What follows belongs to an exercise in optimizing a design on an open flow for small area, a short achievable clock period and few clock cycles per item; a production flow would make more cautious choices. No functional check of the RTL was part of any run shown here. Power figures rest on the tool's default switching activity, not on a simulated workload.

==> flow/design.v, too long to show whole: its modules and the start of the top module <==
// module mac_s1: 564 lines
// module mac_s2: 602 lines
// module mac_s3: 602 lines
// module fin: 9 lines
// module fa_bit: 4 lines
// module ha_bit: 4 lines
// module MyDesign: 217 lines
module MyDesign (
  input   wire dut_run,
  output  wire dut_busy,
  input   wire reset_b,
  input   wire clk,
  output wire        input_sram_write_enable,
  output wire [11:0] input_sram_write_addresss,
  output wire [15:0] input_sram_write_data,
  output reg  [11:0] input_sram_read_address,
  input  wire [15:0] input_sram_read_data,
  output wire        output_sram_write_enable,
  output reg  [11:0] output_sram_write_addresss,
  output wire [15:0] output_sram_write_data,
  output wire [11:0] output_sram_read_address,
  input  wire [15:0] output_sram_read_data,
  output wire        scratchpad_sram_write_enable,
  output wire [11:0] scratchpad_sram_write_addresss,
  output wire [15:0] scratchpad_sram_write_data,
  output wire [11:0] scratchpad_sram_read_address,
  input  wire [15:0] scratchpad_sram_read_data,
  output wire        weights_sram_write_enable,
  output wire [11:0] weights_sram_write_addresss,
  output wire [15:0] weights_sram_write_data,
  output wire [11:0] weights_sram_read_address,
  input  wire [15:0] weights_sram_read_data
);
  // ...
==> flow/run.sh <==
#!/bin/bash
# synth_recipe.tcl (not shown) runs the flow's synth.tcl, then flattens the netlist and writes it again
# the make line also repeats each setting of config.mk as NAME=value (left out here)
make -C /OpenROAD-flow-scripts/flow DESIGN_CONFIG=/design/flow/config.mk WORK_HOME=/design/flow/orfs CLKGATE_MAP_FILE= SYNTH_SCRIPT=/design/flow/synth_recipe.tcl finish
==> flow/config.mk <==
export PLATFORM = sky130hd
export DESIGN_NAME = MyDesign
export DESIGN_NICKNAME = MyDesign
export VERILOG_FILES = /design/flow/design.v
export SDC_FILE = /design/flow/constraint.sdc
export NUM_CORES = 4
export LEC_CHECK = 0
export CAP_MARGIN = 70
export CORE_MARGIN = 2
export CORE_UTILIZATION = 60
export SLEW_MARGIN = 70
export SYNTH_HIERARCHICAL = 1
==> flow/constraint.sdc <==
create_clock -name core_clock -period 12.0 [get_ports {clk}]
set_input_delay 2.4000 -clock core_clock [delete_from_list [all_inputs] [get_ports {clk}]]
set_output_delay 2.4000 -clock core_clock [all_outputs]
set_load 0.01 [all_outputs]
==> out/metrics.yaml, run 1 <==
run_status:
  status: "no timing/DRC/antenna violations"
clock_network:
  insertion_delay_ns: 0.68
  cts-htree-levels: 2
  postCtsSetupBuffers: 0
pwr:
  top_power_group: "combinational logic"
  seq_power_share_pct: 18.8
min_path:
  hold_depth: 0
critical_path:
  crit_start: "k00[2]"
  reg2reg_depth: 12
  slowest_stage: "fa_1"
  cp-start-kind: "flop"
yosys:
  synth_flop_cell: "dfxtp_1"
  ys_types: 72
  async_reset_ff_share_pct: 0
  synth_xor_area_share_pct: 0.746
  synthAdderAreaFrac_pct: 49.9
detailed_routing:
  wl_met1_um: 47000
  dr_wl_met2_um: 60900
  routedWlPerCell_um: 24.8
  ant_nets: 0
layout:
  design.seq.count: 527
  multi_input_area_share_pct: 63.2
  bufAreaShareNonClock_pct: 5.01
  seq_share_pct: 24.0
placed_design:
  pre_cts_ws_ns: 7.30
  place_area_mm2: 0.0486
global_routing:
  top_usage_layer: "met2"
floorplanning:
  die_y_um: 284
sta:
  min_period_ns: 4.74
  setup_viol: 0
  rsz0062_at_grt: "false"
==> run 2, diff against run 1 <==
--- a/flow/config.mk
+++ b/flow/config.mk
@@ -8,5 +8,6 @@
 export CAP_MARGIN = 70
 export CORE_MARGIN = 2
 export CORE_UTILIZATION = 60
+export CTS_BUF_LIST = sky130_fd_sc_hd__clkbuf_4 sky130_fd_sc_hd__clkbuf_8
 export SLEW_MARGIN = 70
 export SYNTH_HIERARCHICAL = 1
==> run 2 against run 1 <==
  * Largest cell class unchanged
  * Largest power group unchanged
  * Setup slack got worse by 0.0081 ns
  * Critical path type unchanged
  * Synthesized cell count unchanged
  * Clock-buffer cell count increased by 48
  * Highest routed layer is now met5
==> out/metrics.yaml, run 2 <==
run_status:
  status: "no timing/DRC/antenna violations"
sta:
  rsz0062_at_grt: "false"
  fin_skew_ns: 0.0459
  min_period_ns: 4.75  # +0.00806 ns
  hold_viol: 0
  holdWs_ns: 0.327
  final.setup.tns_ns: 0
  setup_viol: 0  # unchanged
  max_freq_mhz: 210
  drv_slew: 0
  finalCritPeriodShare_pct: 39.6
detailed_routing:
  via_per_inst: 5.73
  drc: 0
  routedWlPerCell_um: 24.6  # -0.91%
  drtIter0Drc: 2621
  firstDrtPassIters: 6
  wirelength_um: 127000
  ant_nets: 0  # unchanged
  dr_total_vias: 29600
layout:
  top_regs: "P3a (32), P3b (32)"
  finish.utilization_pct: 65.8
  layout-drive-gt1-share_pct: 12.6
  area_growth_pct: 8.43
  nets: 5319
  final_cell_mix: "fa_1, nand2_1, dfxtp_1"
  final_common_cell: "fa_1"
yosys:
  synth_top_family_by_area: "adder cells"
  synthSimpleGateAreaFrac_pct: 13.4
  synth_flop_cell: "dfxtp_1"
  synth_area_mm2: 0.0470
  synth_area_leaders: "fa_1, dfxtp_1, edfxtp_1, nand2_1, buf_4"
  synth_xor_area_share_pct: 0.746  # unchanged
  synth_edf_count: 148
  syn_inst: 3915
  yosysWarningCount: 7
  synth_compound_area_share_pct: 2.58
  yosys.area.top_type: "fa_1"
  synth_mux_area_share_pct: 0.692
  yosysMostFrequentCell: "fa_1"
  ys_types: 72  # unchanged
  async_reset_ff_share_pct: 0  # unchanged
  ys_ff_latch: 527
  synth_top_area_share_pct: 46.4
  synth_commonest_cells: "fa_1, nand2_1, dfxtp_1"
  syn-mean-instance-area_um2: 12.0
  synthAdderAreaFrac_pct: 49.9  # unchanged
  seq_area_frac_synth_pct: 25.6
clock_network:
  clk_pin_slew_ns: 0.06
  root_buffer: "clkbuf_8"
  cts-htree-levels: 3  # +1
  insertion_delay_ns: 0.73  # +0.05 ns
  cts_tree: "built"
  clkSinkCount: 527
  hold_buffers: 0
  ctsResizeCount: 0
  clockBufferDepth: 3
  cts_buffers: 94
  postCtsSetupBuffers: 0  # unchanged
min_path:
  hp-class: "reg -> reg"
critical_path:
  cp-endpoint: "P2b[17]"
  max_stage_delay_ns: 0.54
  reg2reg_depth: 11  # -1
  cp-start-kind: "flop"
  cp_cell_sequence: "buf_4, buf_2, nand2_1, fa_1, fa_1, fa_1, fa_1, fa_1, fa_1, fa_1, fa_1"
  worstPathArrival_ns: 5.30
  crit_start: "k10[2]"
  critPathMaxFanout: 7
  rrSetupSlack_ns: 7.25
  required_ns: 12.55
  end_kind: "flop"
  r2r-end: "P2b[17]"
  cp_common_cell: "fa_1"
  worstSetupPathType: "reg -> reg"
  slowest_stage: "fa_1"
  r2r-start: "k10[2]"
global_routing:
  antenna_found_initial: 8
  track_usage_pct: 32.8
  overflow: 0
  grt_max_degree: 34
  grt_pass1_vias: 34300
  grt_pass1_wl_um: 199000
pwr:
  finalPower_mw: 15.8
  power_leakage_nw: 19.7
  p_per_area_mw_per_mm2: 311
  ir_worst_vdd_v: 0.000311
floorplanning:
  die-area_mm2: 0.0806
  num_io_pins: 232
  start_util_pct: 60.7
  fp.dieW_um: 284
  rows: 102
  die_y_um: 284  # unchanged
  core-area_mm2: 0.0775
placed_design:
  port_buffers: 157
  dp_hpwl_um: 100000
  gp_congestion: 0.901
flow_run:
  cap_violations: 0
-- run 2: cell counts after synthesis --
No cell type changed its count.
-- run 2: Yosys stat by module (local to each module, per instance) --
module    cells  copies in the design
fa_bit        1                  1090
mac_s3      246                     2
mac_s1      259                     2
fin         132                     2
MyDesign    991                     1
ha_bit        1                    60
mac_s2      250                     2
-- run 2: report_power, final --
group	total [mW]	switching (mW)	internal (mW)
Sequential	2.96	0.379	2.58
Combinational	10.9	5.95	4.94
Clock	1.98	0.837	1.14
-- run 2: cells by family after synthesis --
| logic type | Yosys count |
|---|---|
| flops | 527 |
| compound gates | 177 |
| other cells | 2 |
| mux | 30 |
| simple gates | 1397 |
| xor+xnor | 40 |
| buf+inv | 523 |
| fa+ha+maj | 1219 |
-- run 2: area by class of cell --
type                    instances  area [um2]
flip-flops and latches        527       12200
clock inverters                43         522
repair buffers                340        2560
fillers                      6027       26500
well taps                    1040        1300
diodes                          4        10.0
multi-input cells            2928       32100
clock buffers                 135        1730
inverters                     142         533
-- run 2: worst min-delay path by stage --
stage	start	to	slack, ns	depth (start not counted)
floorplan	jC[0]	jD[0]	0.31	0
global placement	P2a[30]	P3a[30]	0.31	0
detailed placement	jC[4]	jD[4]	0.31	0
CTS	jC[4]	jD[4]	0.33	0
global route	jC[3]	jD[3]	0.33	0
finish	jC[4]	jD[4]	0.33	0
-- run 2: through the flow --
step	std cells	setup WS [ns]	cell area, um2
after global placement	4805	7.27	47400
after global routing	5159	7.13	51000
after CTS	5154	7.26	50900
after detailed placement	4976	7.30	48600
after floorplan	3978	7.62	47200
final	5159	7.25	51000
-- run 2: critical path: cells and delay by family, from the launching register on --
| family | cells | cell delay [ns] |
|---|---|---|
| fa+ha+maj | 8 | 3.55 |
| flops | 1 | 0.50 |
| buf+inv | 2 | 0.44 |
| simple gates | 1 | 0.10 |
-- run 2: layer usage --
metal / track usage (%) / share of wire (%)
met1: 42.1 / 37
met2: 53.2 / 49
met5: 0 / 0.0087
met3: 6.86 / 8.8
met4: 16.8 / 5.8
==> module MyDesign, before the edit <==
module MyDesign (
  input   wire dut_run,
  output  wire dut_busy,
  input   wire reset_b,
  input   wire clk,
  output wire        input_sram_write_enable,
  output wire [11:0] input_sram_write_addresss,
  output wire [15:0] input_sram_write_data,
  output reg  [11:0] input_sram_read_address,
  input  wire [15:0] input_sram_read_data,
  output wire        output_sram_write_enable,
  output reg  [11:0] output_sram_write_addresss,
  output wire [15:0] output_sram_write_data,
  output wire [11:0] output_sram_read_address,
  input  wire [15:0] output_sram_read_data,
  output wire        scratchpad_sram_write_enable,
  output wire [11:0] scratchpad_sram_write_addresss,
  output wire [15:0] scratchpad_sram_write_data,
  output wire [11:0] scratchpad_sram_read_address,
  input  wire [15:0] scratchpad_sram_read_data,
  output wire        weights_sram_write_enable,
  output wire [11:0] weights_sram_write_addresss,
  output wire [15:0] weights_sram_write_data,
  output wire [11:0] weights_sram_read_address,
  input  wire [15:0] weights_sram_read_data
);
  assign input_sram_write_enable   = 1'b0;
  assign input_sram_write_addresss = 12'd0;
  assign input_sram_write_data     = 16'd0;
  reg        busy;
  reg        av;                  
  reg  [2:0] wcnt;                
  reg  [3:0] endsr;               
  wire       start = dut_run & ~busy;
  reg        pv, ph;
  reg  [5:0] pr;
  reg  [4:0] pj;
  reg  [6:0] nreg;
  wire [4:0] cmask = {nreg[6], |nreg[6:5], |nreg[6:4], |nreg[6:3], |nreg[6:2]};
  wire [5:0] rmask = {nreg[6], |nreg[6:5], |nreg[6:4], |nreg[6:3], |nreg[6:2], |nreg[6:1]};
  wire       lastcol = (pj == cmask);
  wire       lastrow = (pr == rmask);
  reg  [15:0] XR, XRp, XA, XAp, XB, XBp;
  reg         xv, xh, xlast, xn4;
  reg  [5:0]  xr;
  reg  [4:0]  xj;
  wire        endd = xh & (&XR);
  reg  [6:0]  wra;                
  reg  [4:0]  jA, jB, jC, jD;     
  always @(posedge clk) begin
    if (!reset_b) begin
      busy  <= 1'b0;
      av    <= 1'b0;
      pv    <= 1'b0;
      endsr <= 4'd0;
    end else begin
      endsr <= {endsr[2:0], endd};
      if (start) begin
        busy <= 1'b1;
        av   <= 1'b1;
        pv   <= 1'b0;
      end else begin
        if (endsr[3]) busy <= 1'b0;
        if (endd) begin
          av <= 1'b0;
          pv <= 1'b0;
        end else
          pv <= av;
      end
    end
  end
  always @(posedge clk) begin
    if (!reset_b) begin
      wcnt <= 3'd6;
    end else if (start) begin
      input_sram_read_address <= 12'd0;
      ph   <= 1'b1;
      wcnt <= 3'd0;
      wra  <= 7'd0;
    end else begin
      if (av) input_sram_read_address <= input_sram_read_address + 12'd1;
      if (wcnt != 3'd6) begin
        wcnt <= wcnt + 3'd1;
      end
      if (wcnt < 3'd4)
        wra <= {4'd0, wcnt + 3'd1};
      else
        wra <= {2'b10, pj};
      if (pv) begin
        if (ph) begin
          ph   <= 1'b0;
          pr   <= 6'd0;
          pj   <= 5'd0;
          nreg <= input_sram_read_data[6:0];
        end else if (lastcol) begin
          pj <= 5'd0;
          if (lastrow) ph <= 1'b1;
          else         pr <= pr + 6'd1;
        end else
          pj <= pj + 5'd1;
      end
    end
  end
  always @(posedge clk) begin
    XR  <= input_sram_read_data;
    XRp <= XR;
    XA  <= scratchpad_sram_read_data;
    XAp <= XA;
    XB  <= weights_sram_read_data;
    XBp <= XB;
    xh    <= pv & ph;
    xv    <= pv & ~ph;
    xr    <= pr;
    xj    <= pj;
    xlast <= lastcol & lastrow;
    xn4   <= ~|cmask[4:1];
    jA <= xj;
    jB <= jA;
    jC <= jB;
    jD <= jC;
  end
  assign scratchpad_sram_read_address   = {7'd0, pj};
  assign scratchpad_sram_write_enable   = busy;
  assign scratchpad_sram_write_addresss = {7'd0, xj};
  assign scratchpad_sram_write_data     = XR;
  assign weights_sram_read_address      = {5'd0, wra};
  assign weights_sram_write_enable      = busy;
  assign weights_sram_write_addresss    = {7'b0000010, jA};
  assign weights_sram_write_data        = XA;
  assign output_sram_read_address       = {7'b1000000, jB};
  reg [7:0] k00, k01, k02, k10, k11, k12, k20, k21, k22;
  always @(posedge clk) begin
    case (wcnt)
      3'd1: begin k00 <= weights_sram_read_data[15:8]; k01 <= weights_sram_read_data[7:0]; end
      3'd2: begin k02 <= weights_sram_read_data[15:8]; k10 <= weights_sram_read_data[7:0]; end
      3'd3: begin k11 <= weights_sram_read_data[15:8]; k12 <= weights_sram_read_data[7:0]; end
      3'd4: begin k20 <= weights_sram_read_data[15:8]; k21 <= weights_sram_read_data[7:0]; end
      3'd5: begin k22 <= weights_sram_read_data[15:8]; end
      default: ;
    endcase
  end
  wire [28:0] s1a, s1b;
  wire [30:0] s2a, s2b;
  wire [31:0] s3a, s3b;
  reg  [28:0] P1a, P1b;
  reg  [30:0] P2a, P2b;
  reg  [31:0] P3a, P3b;
  mac_s1 m1a (.x0(XRp[15:8]), .x1(XRp[7:0]), .x2(XR[15:8]), .g0(k20), .g1(k21), .g2(k22), .o(s1a));
  mac_s1 m1b (.x0(XRp[7:0]), .x1(XR[15:8]), .x2(XR[7:0]),  .g0(k20), .g1(k21), .g2(k22), .o(s1b));
  mac_s2 m2a (.x0(XAp[15:8]), .x1(XAp[7:0]), .x2(XA[15:8]), .g0(k10), .g1(k11), .g2(k12), .i(P1a), .o(s2a));
  mac_s2 m2b (.x0(XAp[7:0]), .x1(XA[15:8]), .x2(XA[7:0]),  .g0(k10), .g1(k11), .g2(k12), .i(P1b), .o(s2b));
  mac_s3 m3a (.x0(XBp[15:8]), .x1(XBp[7:0]), .x2(XB[15:8]), .g0(k00), .g1(k01), .g2(k02), .i(P2a), .o(s3a));
  mac_s3 m3b (.x0(XBp[7:0]), .x1(XB[15:8]), .x2(XB[7:0]),  .g0(k00), .g1(k01), .g2(k02), .i(P2b), .o(s3b));
  always @(posedge clk) begin
    P1a <= s1a; P1b <= s1b;
    P2a <= s2a; P2b <= s2b;
    P3a <= s3a; P3b <= s3b;
  end
  wire [6:0] r0, r1;
  fin f0 (.i(P3a), .r(r0));
  fin f1 (.i(P3b), .r(r1));
  reg  [6:0]  R0, R1;
  always @(posedge clk) begin
    R0 <= r0;
    R1 <= r1;
  end
  wire [6:0]  H = (R1 > R0) ? R1 : R0;
  reg [4:0] T1, T2, T3, T4;
  wire [4:0] T0 = {xv & (|xr[5:1]) & (|xj), ~xr[0], xr[1] ^ xj[0], xlast, xn4};
  always @(posedge clk) begin
    if (!reset_b) begin
      T1 <= 5'd0; T2 <= 5'd0; T3 <= 5'd0; T4 <= 5'd0;
    end else begin
      T1 <= T0; T2 <= T1; T3 <= T2; T4 <= T3;
    end
  end
  wire t_ov = T4[4], t_even = T4[3], t_par = T4[2], t_last = T4[1], t_n4 = T4[0];
  reg  [6:0]  Creg, Hhold, pend;
  reg  [11:0] oaddr;
  reg         owe;
  reg  [6:0]  owh, owl;
  wire [6:0]  cv   = t_n4 ? Hhold : Creg;
  wire [6:0]  item = (H > cv) ? H : cv;
  always @(posedge clk) Creg <= output_sram_read_data[14:8];
  always @(posedge clk) begin
    if (!reset_b) begin
      owe <= 1'b0;
    end else begin
      owe <= t_ov & (t_even | t_par | t_last);
    end
  end
  always @(posedge clk) begin
    if (start) oaddr <= 12'd0;
    if (t_ov) begin
      if (t_even) begin
        Hhold <= H;
        owh   <= H;
        output_sram_write_addresss <= {7'b1000000, jD};
      end else begin
        output_sram_write_addresss <= oaddr;
        if (t_par) begin
          owh <= pend;
          owl <= item;
          oaddr <= oaddr + 12'd1;
        end else begin
          pend <= item;
          owh  <= item;
          owl  <= 7'd0;
          if (t_last) oaddr <= oaddr + 12'd1;
        end
      end
    end
  end
  assign output_sram_write_enable = owe;
  assign output_sram_write_data   = {1'b0, owh, 1'b0, owl};
  assign dut_busy = busy;
endmodule
==> run 3, diff against run 2 <==
--- a/flow/design.v
+++ b/flow/design.v
@@ -1826,26 +1826,30 @@
   wire       lastcol = (pj == cmask);
   wire       lastrow = (pr == rmask);
   reg  [15:0] XR, XRp, XA, XAp, XB, XBp;
+  reg         weo;                
   reg         xv, xh, xlast, xn4;
   reg  [5:0]  xr;
   reg  [4:0]  xj;
-  wire        endd = xh & (&XR);
+  wire        endd = busy & xh & (&XR);
   reg  [6:0]  wra;                
   reg  [4:0]  jA, jB, jC, jD;     
   always @(posedge clk) begin
     if (!reset_b) begin
       busy  <= 1'b0;
+      weo   <= 1'b0;
       av    <= 1'b0;
       pv    <= 1'b0;
       endsr <= 4'd0;
     end else begin
       endsr <= {endsr[2:0], endd};
       if (start) begin
-        busy <= 1'b1;
+        busy  <= 1'b1;
+        weo   <= 1'b1;
         av   <= 1'b1;
         pv   <= 1'b0;
       end else begin
         if (endsr[3]) busy <= 1'b0;
+        if (endsr[0]) weo <= 1'b0;
         if (endd) begin
           av <= 1'b0;
           pv <= 1'b0;
@@ -1905,11 +1909,11 @@
     jD <= jC;
   end
   assign scratchpad_sram_read_address   = {7'd0, pj};
-  assign scratchpad_sram_write_enable   = busy;
+  assign scratchpad_sram_write_enable   = weo;
   assign scratchpad_sram_write_addresss = {7'd0, xj};
   assign scratchpad_sram_write_data     = XR;
   assign weights_sram_read_address      = {5'd0, wra};
-  assign weights_sram_write_enable      = busy;
+  assign weights_sram_write_enable      = weo;
   assign weights_sram_write_addresss    = {7'b0000010, jA};
   assign weights_sram_write_data        = XA;
   assign output_sram_read_address       = {7'b1000000, jB};
--- a/flow/config.mk
+++ b/flow/config.mk
@@ -8,6 +8,6 @@
 export CAP_MARGIN = 70
 export CORE_MARGIN = 2
 export CORE_UTILIZATION = 60
-export CTS_BUF_LIST = sky130_fd_sc_hd__clkbuf_4 sky130_fd_sc_hd__clkbuf_8
+export CTS_CLUSTER_SIZE = 30
 export SLEW_MARGIN = 70
 export SYNTH_HIERARCHICAL = 1
==> run 3 against run 2 <==
  * Still clean
  * Critical path depth up 1
  * Clock power is essentially flat
  * Design area barely moved
  * Sequential power about the same
  * Area after synthesis hardly changed
  * Synthesized cell count is 0.23% lower
  * Setup slack improved by 0.053 ns
==> out/metrics.yaml, run 3 <==
detailed_routing:
  dr_wl_met2_um: 61700  # +0.11%
  ant_nets: 0  # unchanged
  routedWlPerCell_um: 25.1  # +2.0%
  firstDrtPassIters: 6  # unchanged
  drc: 0  # unchanged
  drtIter0Drc: 2271  # -13%
  wirelength_um: 127000  # +0.54%
  routed.top_layer: "met4"
  via_per_inst: 5.81  # +1.4%
  dr_total_vias: 29500  # -0.091%
  dr_wl_met3_um: 11400  # +1.5%
  wl_met1_um: 46300  # -0.45%
layout:
  layout-drive-gt1-share_pct: 11.1  # -1.5 points
  fin_area_mm2: 0.0509  # about the same
  fin_cells: 5085  # -1.4%
  top_regs: "P3a (32), P3b (32)"
  area_growth_pct: 8.43  # about the same
  finish.utilization_pct: 65.7  # about the same
  final_common_cell: "fa_1"
  final_cell_mix: "fa_1, nand2_1, dfxtp_1"
  nets: 5279  # -0.75%
yosys:
  ys_ff_latch: 528  # +0.19%
  synth_edf_count: 148  # unchanged
  synth_commonest_cells: "fa_1, nand2_1, dfxtp_1"
  syn-mean-instance-area_um2: 12.0  # +0.18%
  yosysMostFrequentCell: "fa_1"
  synth_area_leaders: "fa_1, dfxtp_1, edfxtp_1, nand2_1, buf_4"
  synth_flop_cell: "dfxtp_1"
  yosysWarningCount: 7  # unchanged
  yosys.area.top_type: "fa_1"
  synth_area_mm2: 0.0470  # about the same
  syn_inst: 3906  # -0.23%
  synth_top_area_share_pct: 46.5  # about the same
  seq_area_frac_synth_pct: 25.7  # +0.055 points
  async_reset_ff_share_pct: 0  # unchanged
  ys_types: 66  # -8.3%
floorplanning:
  die-area_mm2: 0.0805  # about the same
  die_y_um: 284  # about the same
  fp.dieW_um: 284  # about the same
  num_io_pins: 232  # unchanged
  core-area_mm2: 0.0775  # unchanged
  rows: 102  # unchanged
  start_util_pct: 60.6  # about the same
sta:
  max_freq_mhz: 213  # +1.1%
  layout_setup_ws_ns: 7.30  # +0.0533 ns
  final.setup.tns_ns: 0  # unchanged
  drv_slew: 0  # unchanged
  rsz0062_at_grt: "false"
  fin_skew_ns: 0.0303  # -0.0156 ns
  holdWs_ns: 0.327  # +0.000558 ns
  setup_viol: 0  # unchanged
  hold_viol: 0  # unchanged
  min_period_ns: 4.70  # -0.0533 ns
  finalCritPeriodShare_pct: 39.2  # -0.44 points
clock_network:
  clockBufferDepth: 3  # unchanged
  clk_pin_slew_ns: 0.07  # about the same
  cts-htree-levels: 2  # -1
  cts_tree: "built"
  clkSinkCount: 528  # +0.19%
  insertion_delay_ns: 0.67  # -0.06 ns
  root_buffer: "clkbuf_16"
  ctsResizeCount: 0  # unchanged
  cts_buffers: 59  # -37%
  hold_buffers: 0  # unchanged
  postCtsSetupBuffers: 0  # unchanged
global_routing:
  track_usage_pct: 32.7  # -0.12 points
  antenna_found_initial: 2  # -6
  overflow: 0  # unchanged
  grt_pass1_vias: 34200  # -0.076%
  grt_max_degree: 35  # +2.9%
  grt_pass1_wl_um: 199000  # about the same
min_path:
  hold_depth: 0  # unchanged
  min_to: "P3a[30]"
  hp-class: "reg -> reg"
  hold_start: "P2a[30]"
pwr:
  power_leakage_nw: 19.7  # -0.32%
  finalPower_mw: 15.9  # +0.57%
  ir_worst_vdd_v: 0.000436  # +40%
  p_per_area_mw_per_mm2: 313  # +0.62%
placed_design:
  gp_congestion: 0.897  # -0.40%
  port_buffers: 157  # unchanged
  pre_cts_ws_ns: 7.32  # +0.0206 ns
  placedCellCount: 4971  # -0.10%
  dp_hpwl_um: 101000  # +0.88%
  place_area_mm2: 0.0487  # +0.14%
critical_path:
  cp_common_cell: "fa_1"
  slowest_stage: "fa_1"
  crit_buf_inv: 3  # +1
  max_stage_delay_ns: 0.57  # +0.03 ns
  r2r-end: "P3b[17]"
  worstPathArrival_ns: 5.23  # -0.07 ns
  cp-start-kind: "flop"
  critical-path-top-delay-family: "adder cells"
  end_kind: "flop"
  reg2reg_depth: 12  # +1
  required_ns: 12.53  # -0.02 ns
  r2r-start: "k00[4]"
  worstSetupPathType: "reg -> reg"
  critPathMaxFanout: 6  # -1
  rrSetupSlack_ns: 7.30  # +0.05 ns
  cp_cell_sequence: "buf_2, buf_4, buf_4, nand2_1, fa_1, fa_1, fa_1, fa_1, fa_1, fa_1, fa_1, fa_1"
run_status:
  status: "no timing/DRC/antenna violations"
flow_run:
  cap_violations: 0  # unchanged
==> run 3: layer usage <==
metal,up-vias,GRT usage [%]
li1,12100,-
met2,1649,52.9
met3,446,6.75
met1,15300,41.6
met5,-,0
met4,0,18.1
==> run 3: how the worst max path moves through the flow <==
stage | startpoint | endpoint | slack [ns] | cells after the start
finish | k00[4] | P3b[17] | 7.30 | 12
floorplan | XAp[1] | P2b[17] | 7.62 | 11
detailed placement | k00[7] | P3b[17] | 7.32 | 10
global placement | XR[11] | P1b[15] | 7.29 | 8
CTS | k00[7] | P3b[17] | 7.33 | 10
global route | k00[4] | P3b[17] | 7.17 | 12
==> run 3: kinds of logic after synthesis <==
logic type               after synthesis  share of synthesized area, %
other                                  2                        0.0160
flip-flops                           528                          25.7
AO/OA/AOI/OAI                        163                          2.34
buffers and inverters                516                          7.00
multiplexers                          32                         0.738
AND/OR/NAND/NOR                     1401                          13.5
XOR/XNOR                              45                         0.839
adder cells (fa/ha/maj)             1219                          49.9
==> run 3: layout make-up <==
class,instances,area [um2]
diodes,1,2.50
clock buffers,72,1660
clock inverters,40,508
fillers,5947,26500
inverters,136,510
multi-input cells,2925,32100
flip-flops and latches,528,12200
well taps,1040,1300
repair buffers,343,2590
==> run 3: worst register-to-register path, cell delays in order, from the launching register on <==
cell and delay, ns:
edfxtp_1 0.38, buf_2 0.23, buf_4 0.21, buf_4 0.18
nand2_1 0.08, fa_1 0.40, fa_1 0.43, fa_1 0.57
fa_1 0.45, fa_1 0.39, fa_1 0.45, fa_1 0.39
fa_1 0.42
==> run 3: Yosys stat by module (local to each module, per instance) <==
| module | flops+latches | cells | area (um2) |
|---|---|---|---|
| ha_bit | 0 | 1 | 12.5 |
| mac_s3 | 0 | 246 | 1230 |
| mac_s1 | 0 | 259 | 1330 |
| fa_bit | 0 | 1 | 20.0 |
| mac_s2 | 0 | 250 | 1250 |
| MyDesign | 528 | 982 | 15000 |
| fin | 0 | 132 | 905 |
==> run 3: where the power goes <==
group / internal [mW] / switching, mW / leakage, nW
combinational: 4.96 / 5.99 / 14.0
clock: 1.16 / 0.826 / 1.06
sequential: 2.58 / 0.393 / 4.57
total: 8.71 / 7.21 / 19.7

[static timing again, ports no longer ideal]
Ports are ideal in the flow. The routed layouts listed here were re-timed in OpenROAD. Step 1 (the two cells are an assumption about what drives the block):
set clk [get_ports {clk}]
set_driving_cell -lib_cell sky130_fd_sc_hd__clkbuf_16 $clk
set_driving_cell -lib_cell sky130_fd_sc_hd__buf_2 [delete_from_list [all_inputs] $clk]
Step 2, shift: input delay + t, output delay - t, t = (earliest + latest rising clock arrival at the registers) / 2. This alone moves slack from input paths to output paths. Three values: no drivers, after step 1, after step 2; two values: the first two.
run	t (ns)	setup slack, ns	clock arrival spread, ns	worst data-port slew with drivers (ns)	cell pins on the clock port's net
run 1	0.721	7.257 / 7.257 / 7.257	0.063 / 0.062	0.09	1
run 2	0.768	7.249 / 7.249 / 7.249	0.047 / 0.047	0.08	1
run 3	0.717	7.302 / 7.302 / 7.302	0.034 / 0.034	0.08	1
After both steps setup and hold are still met in every run listed.
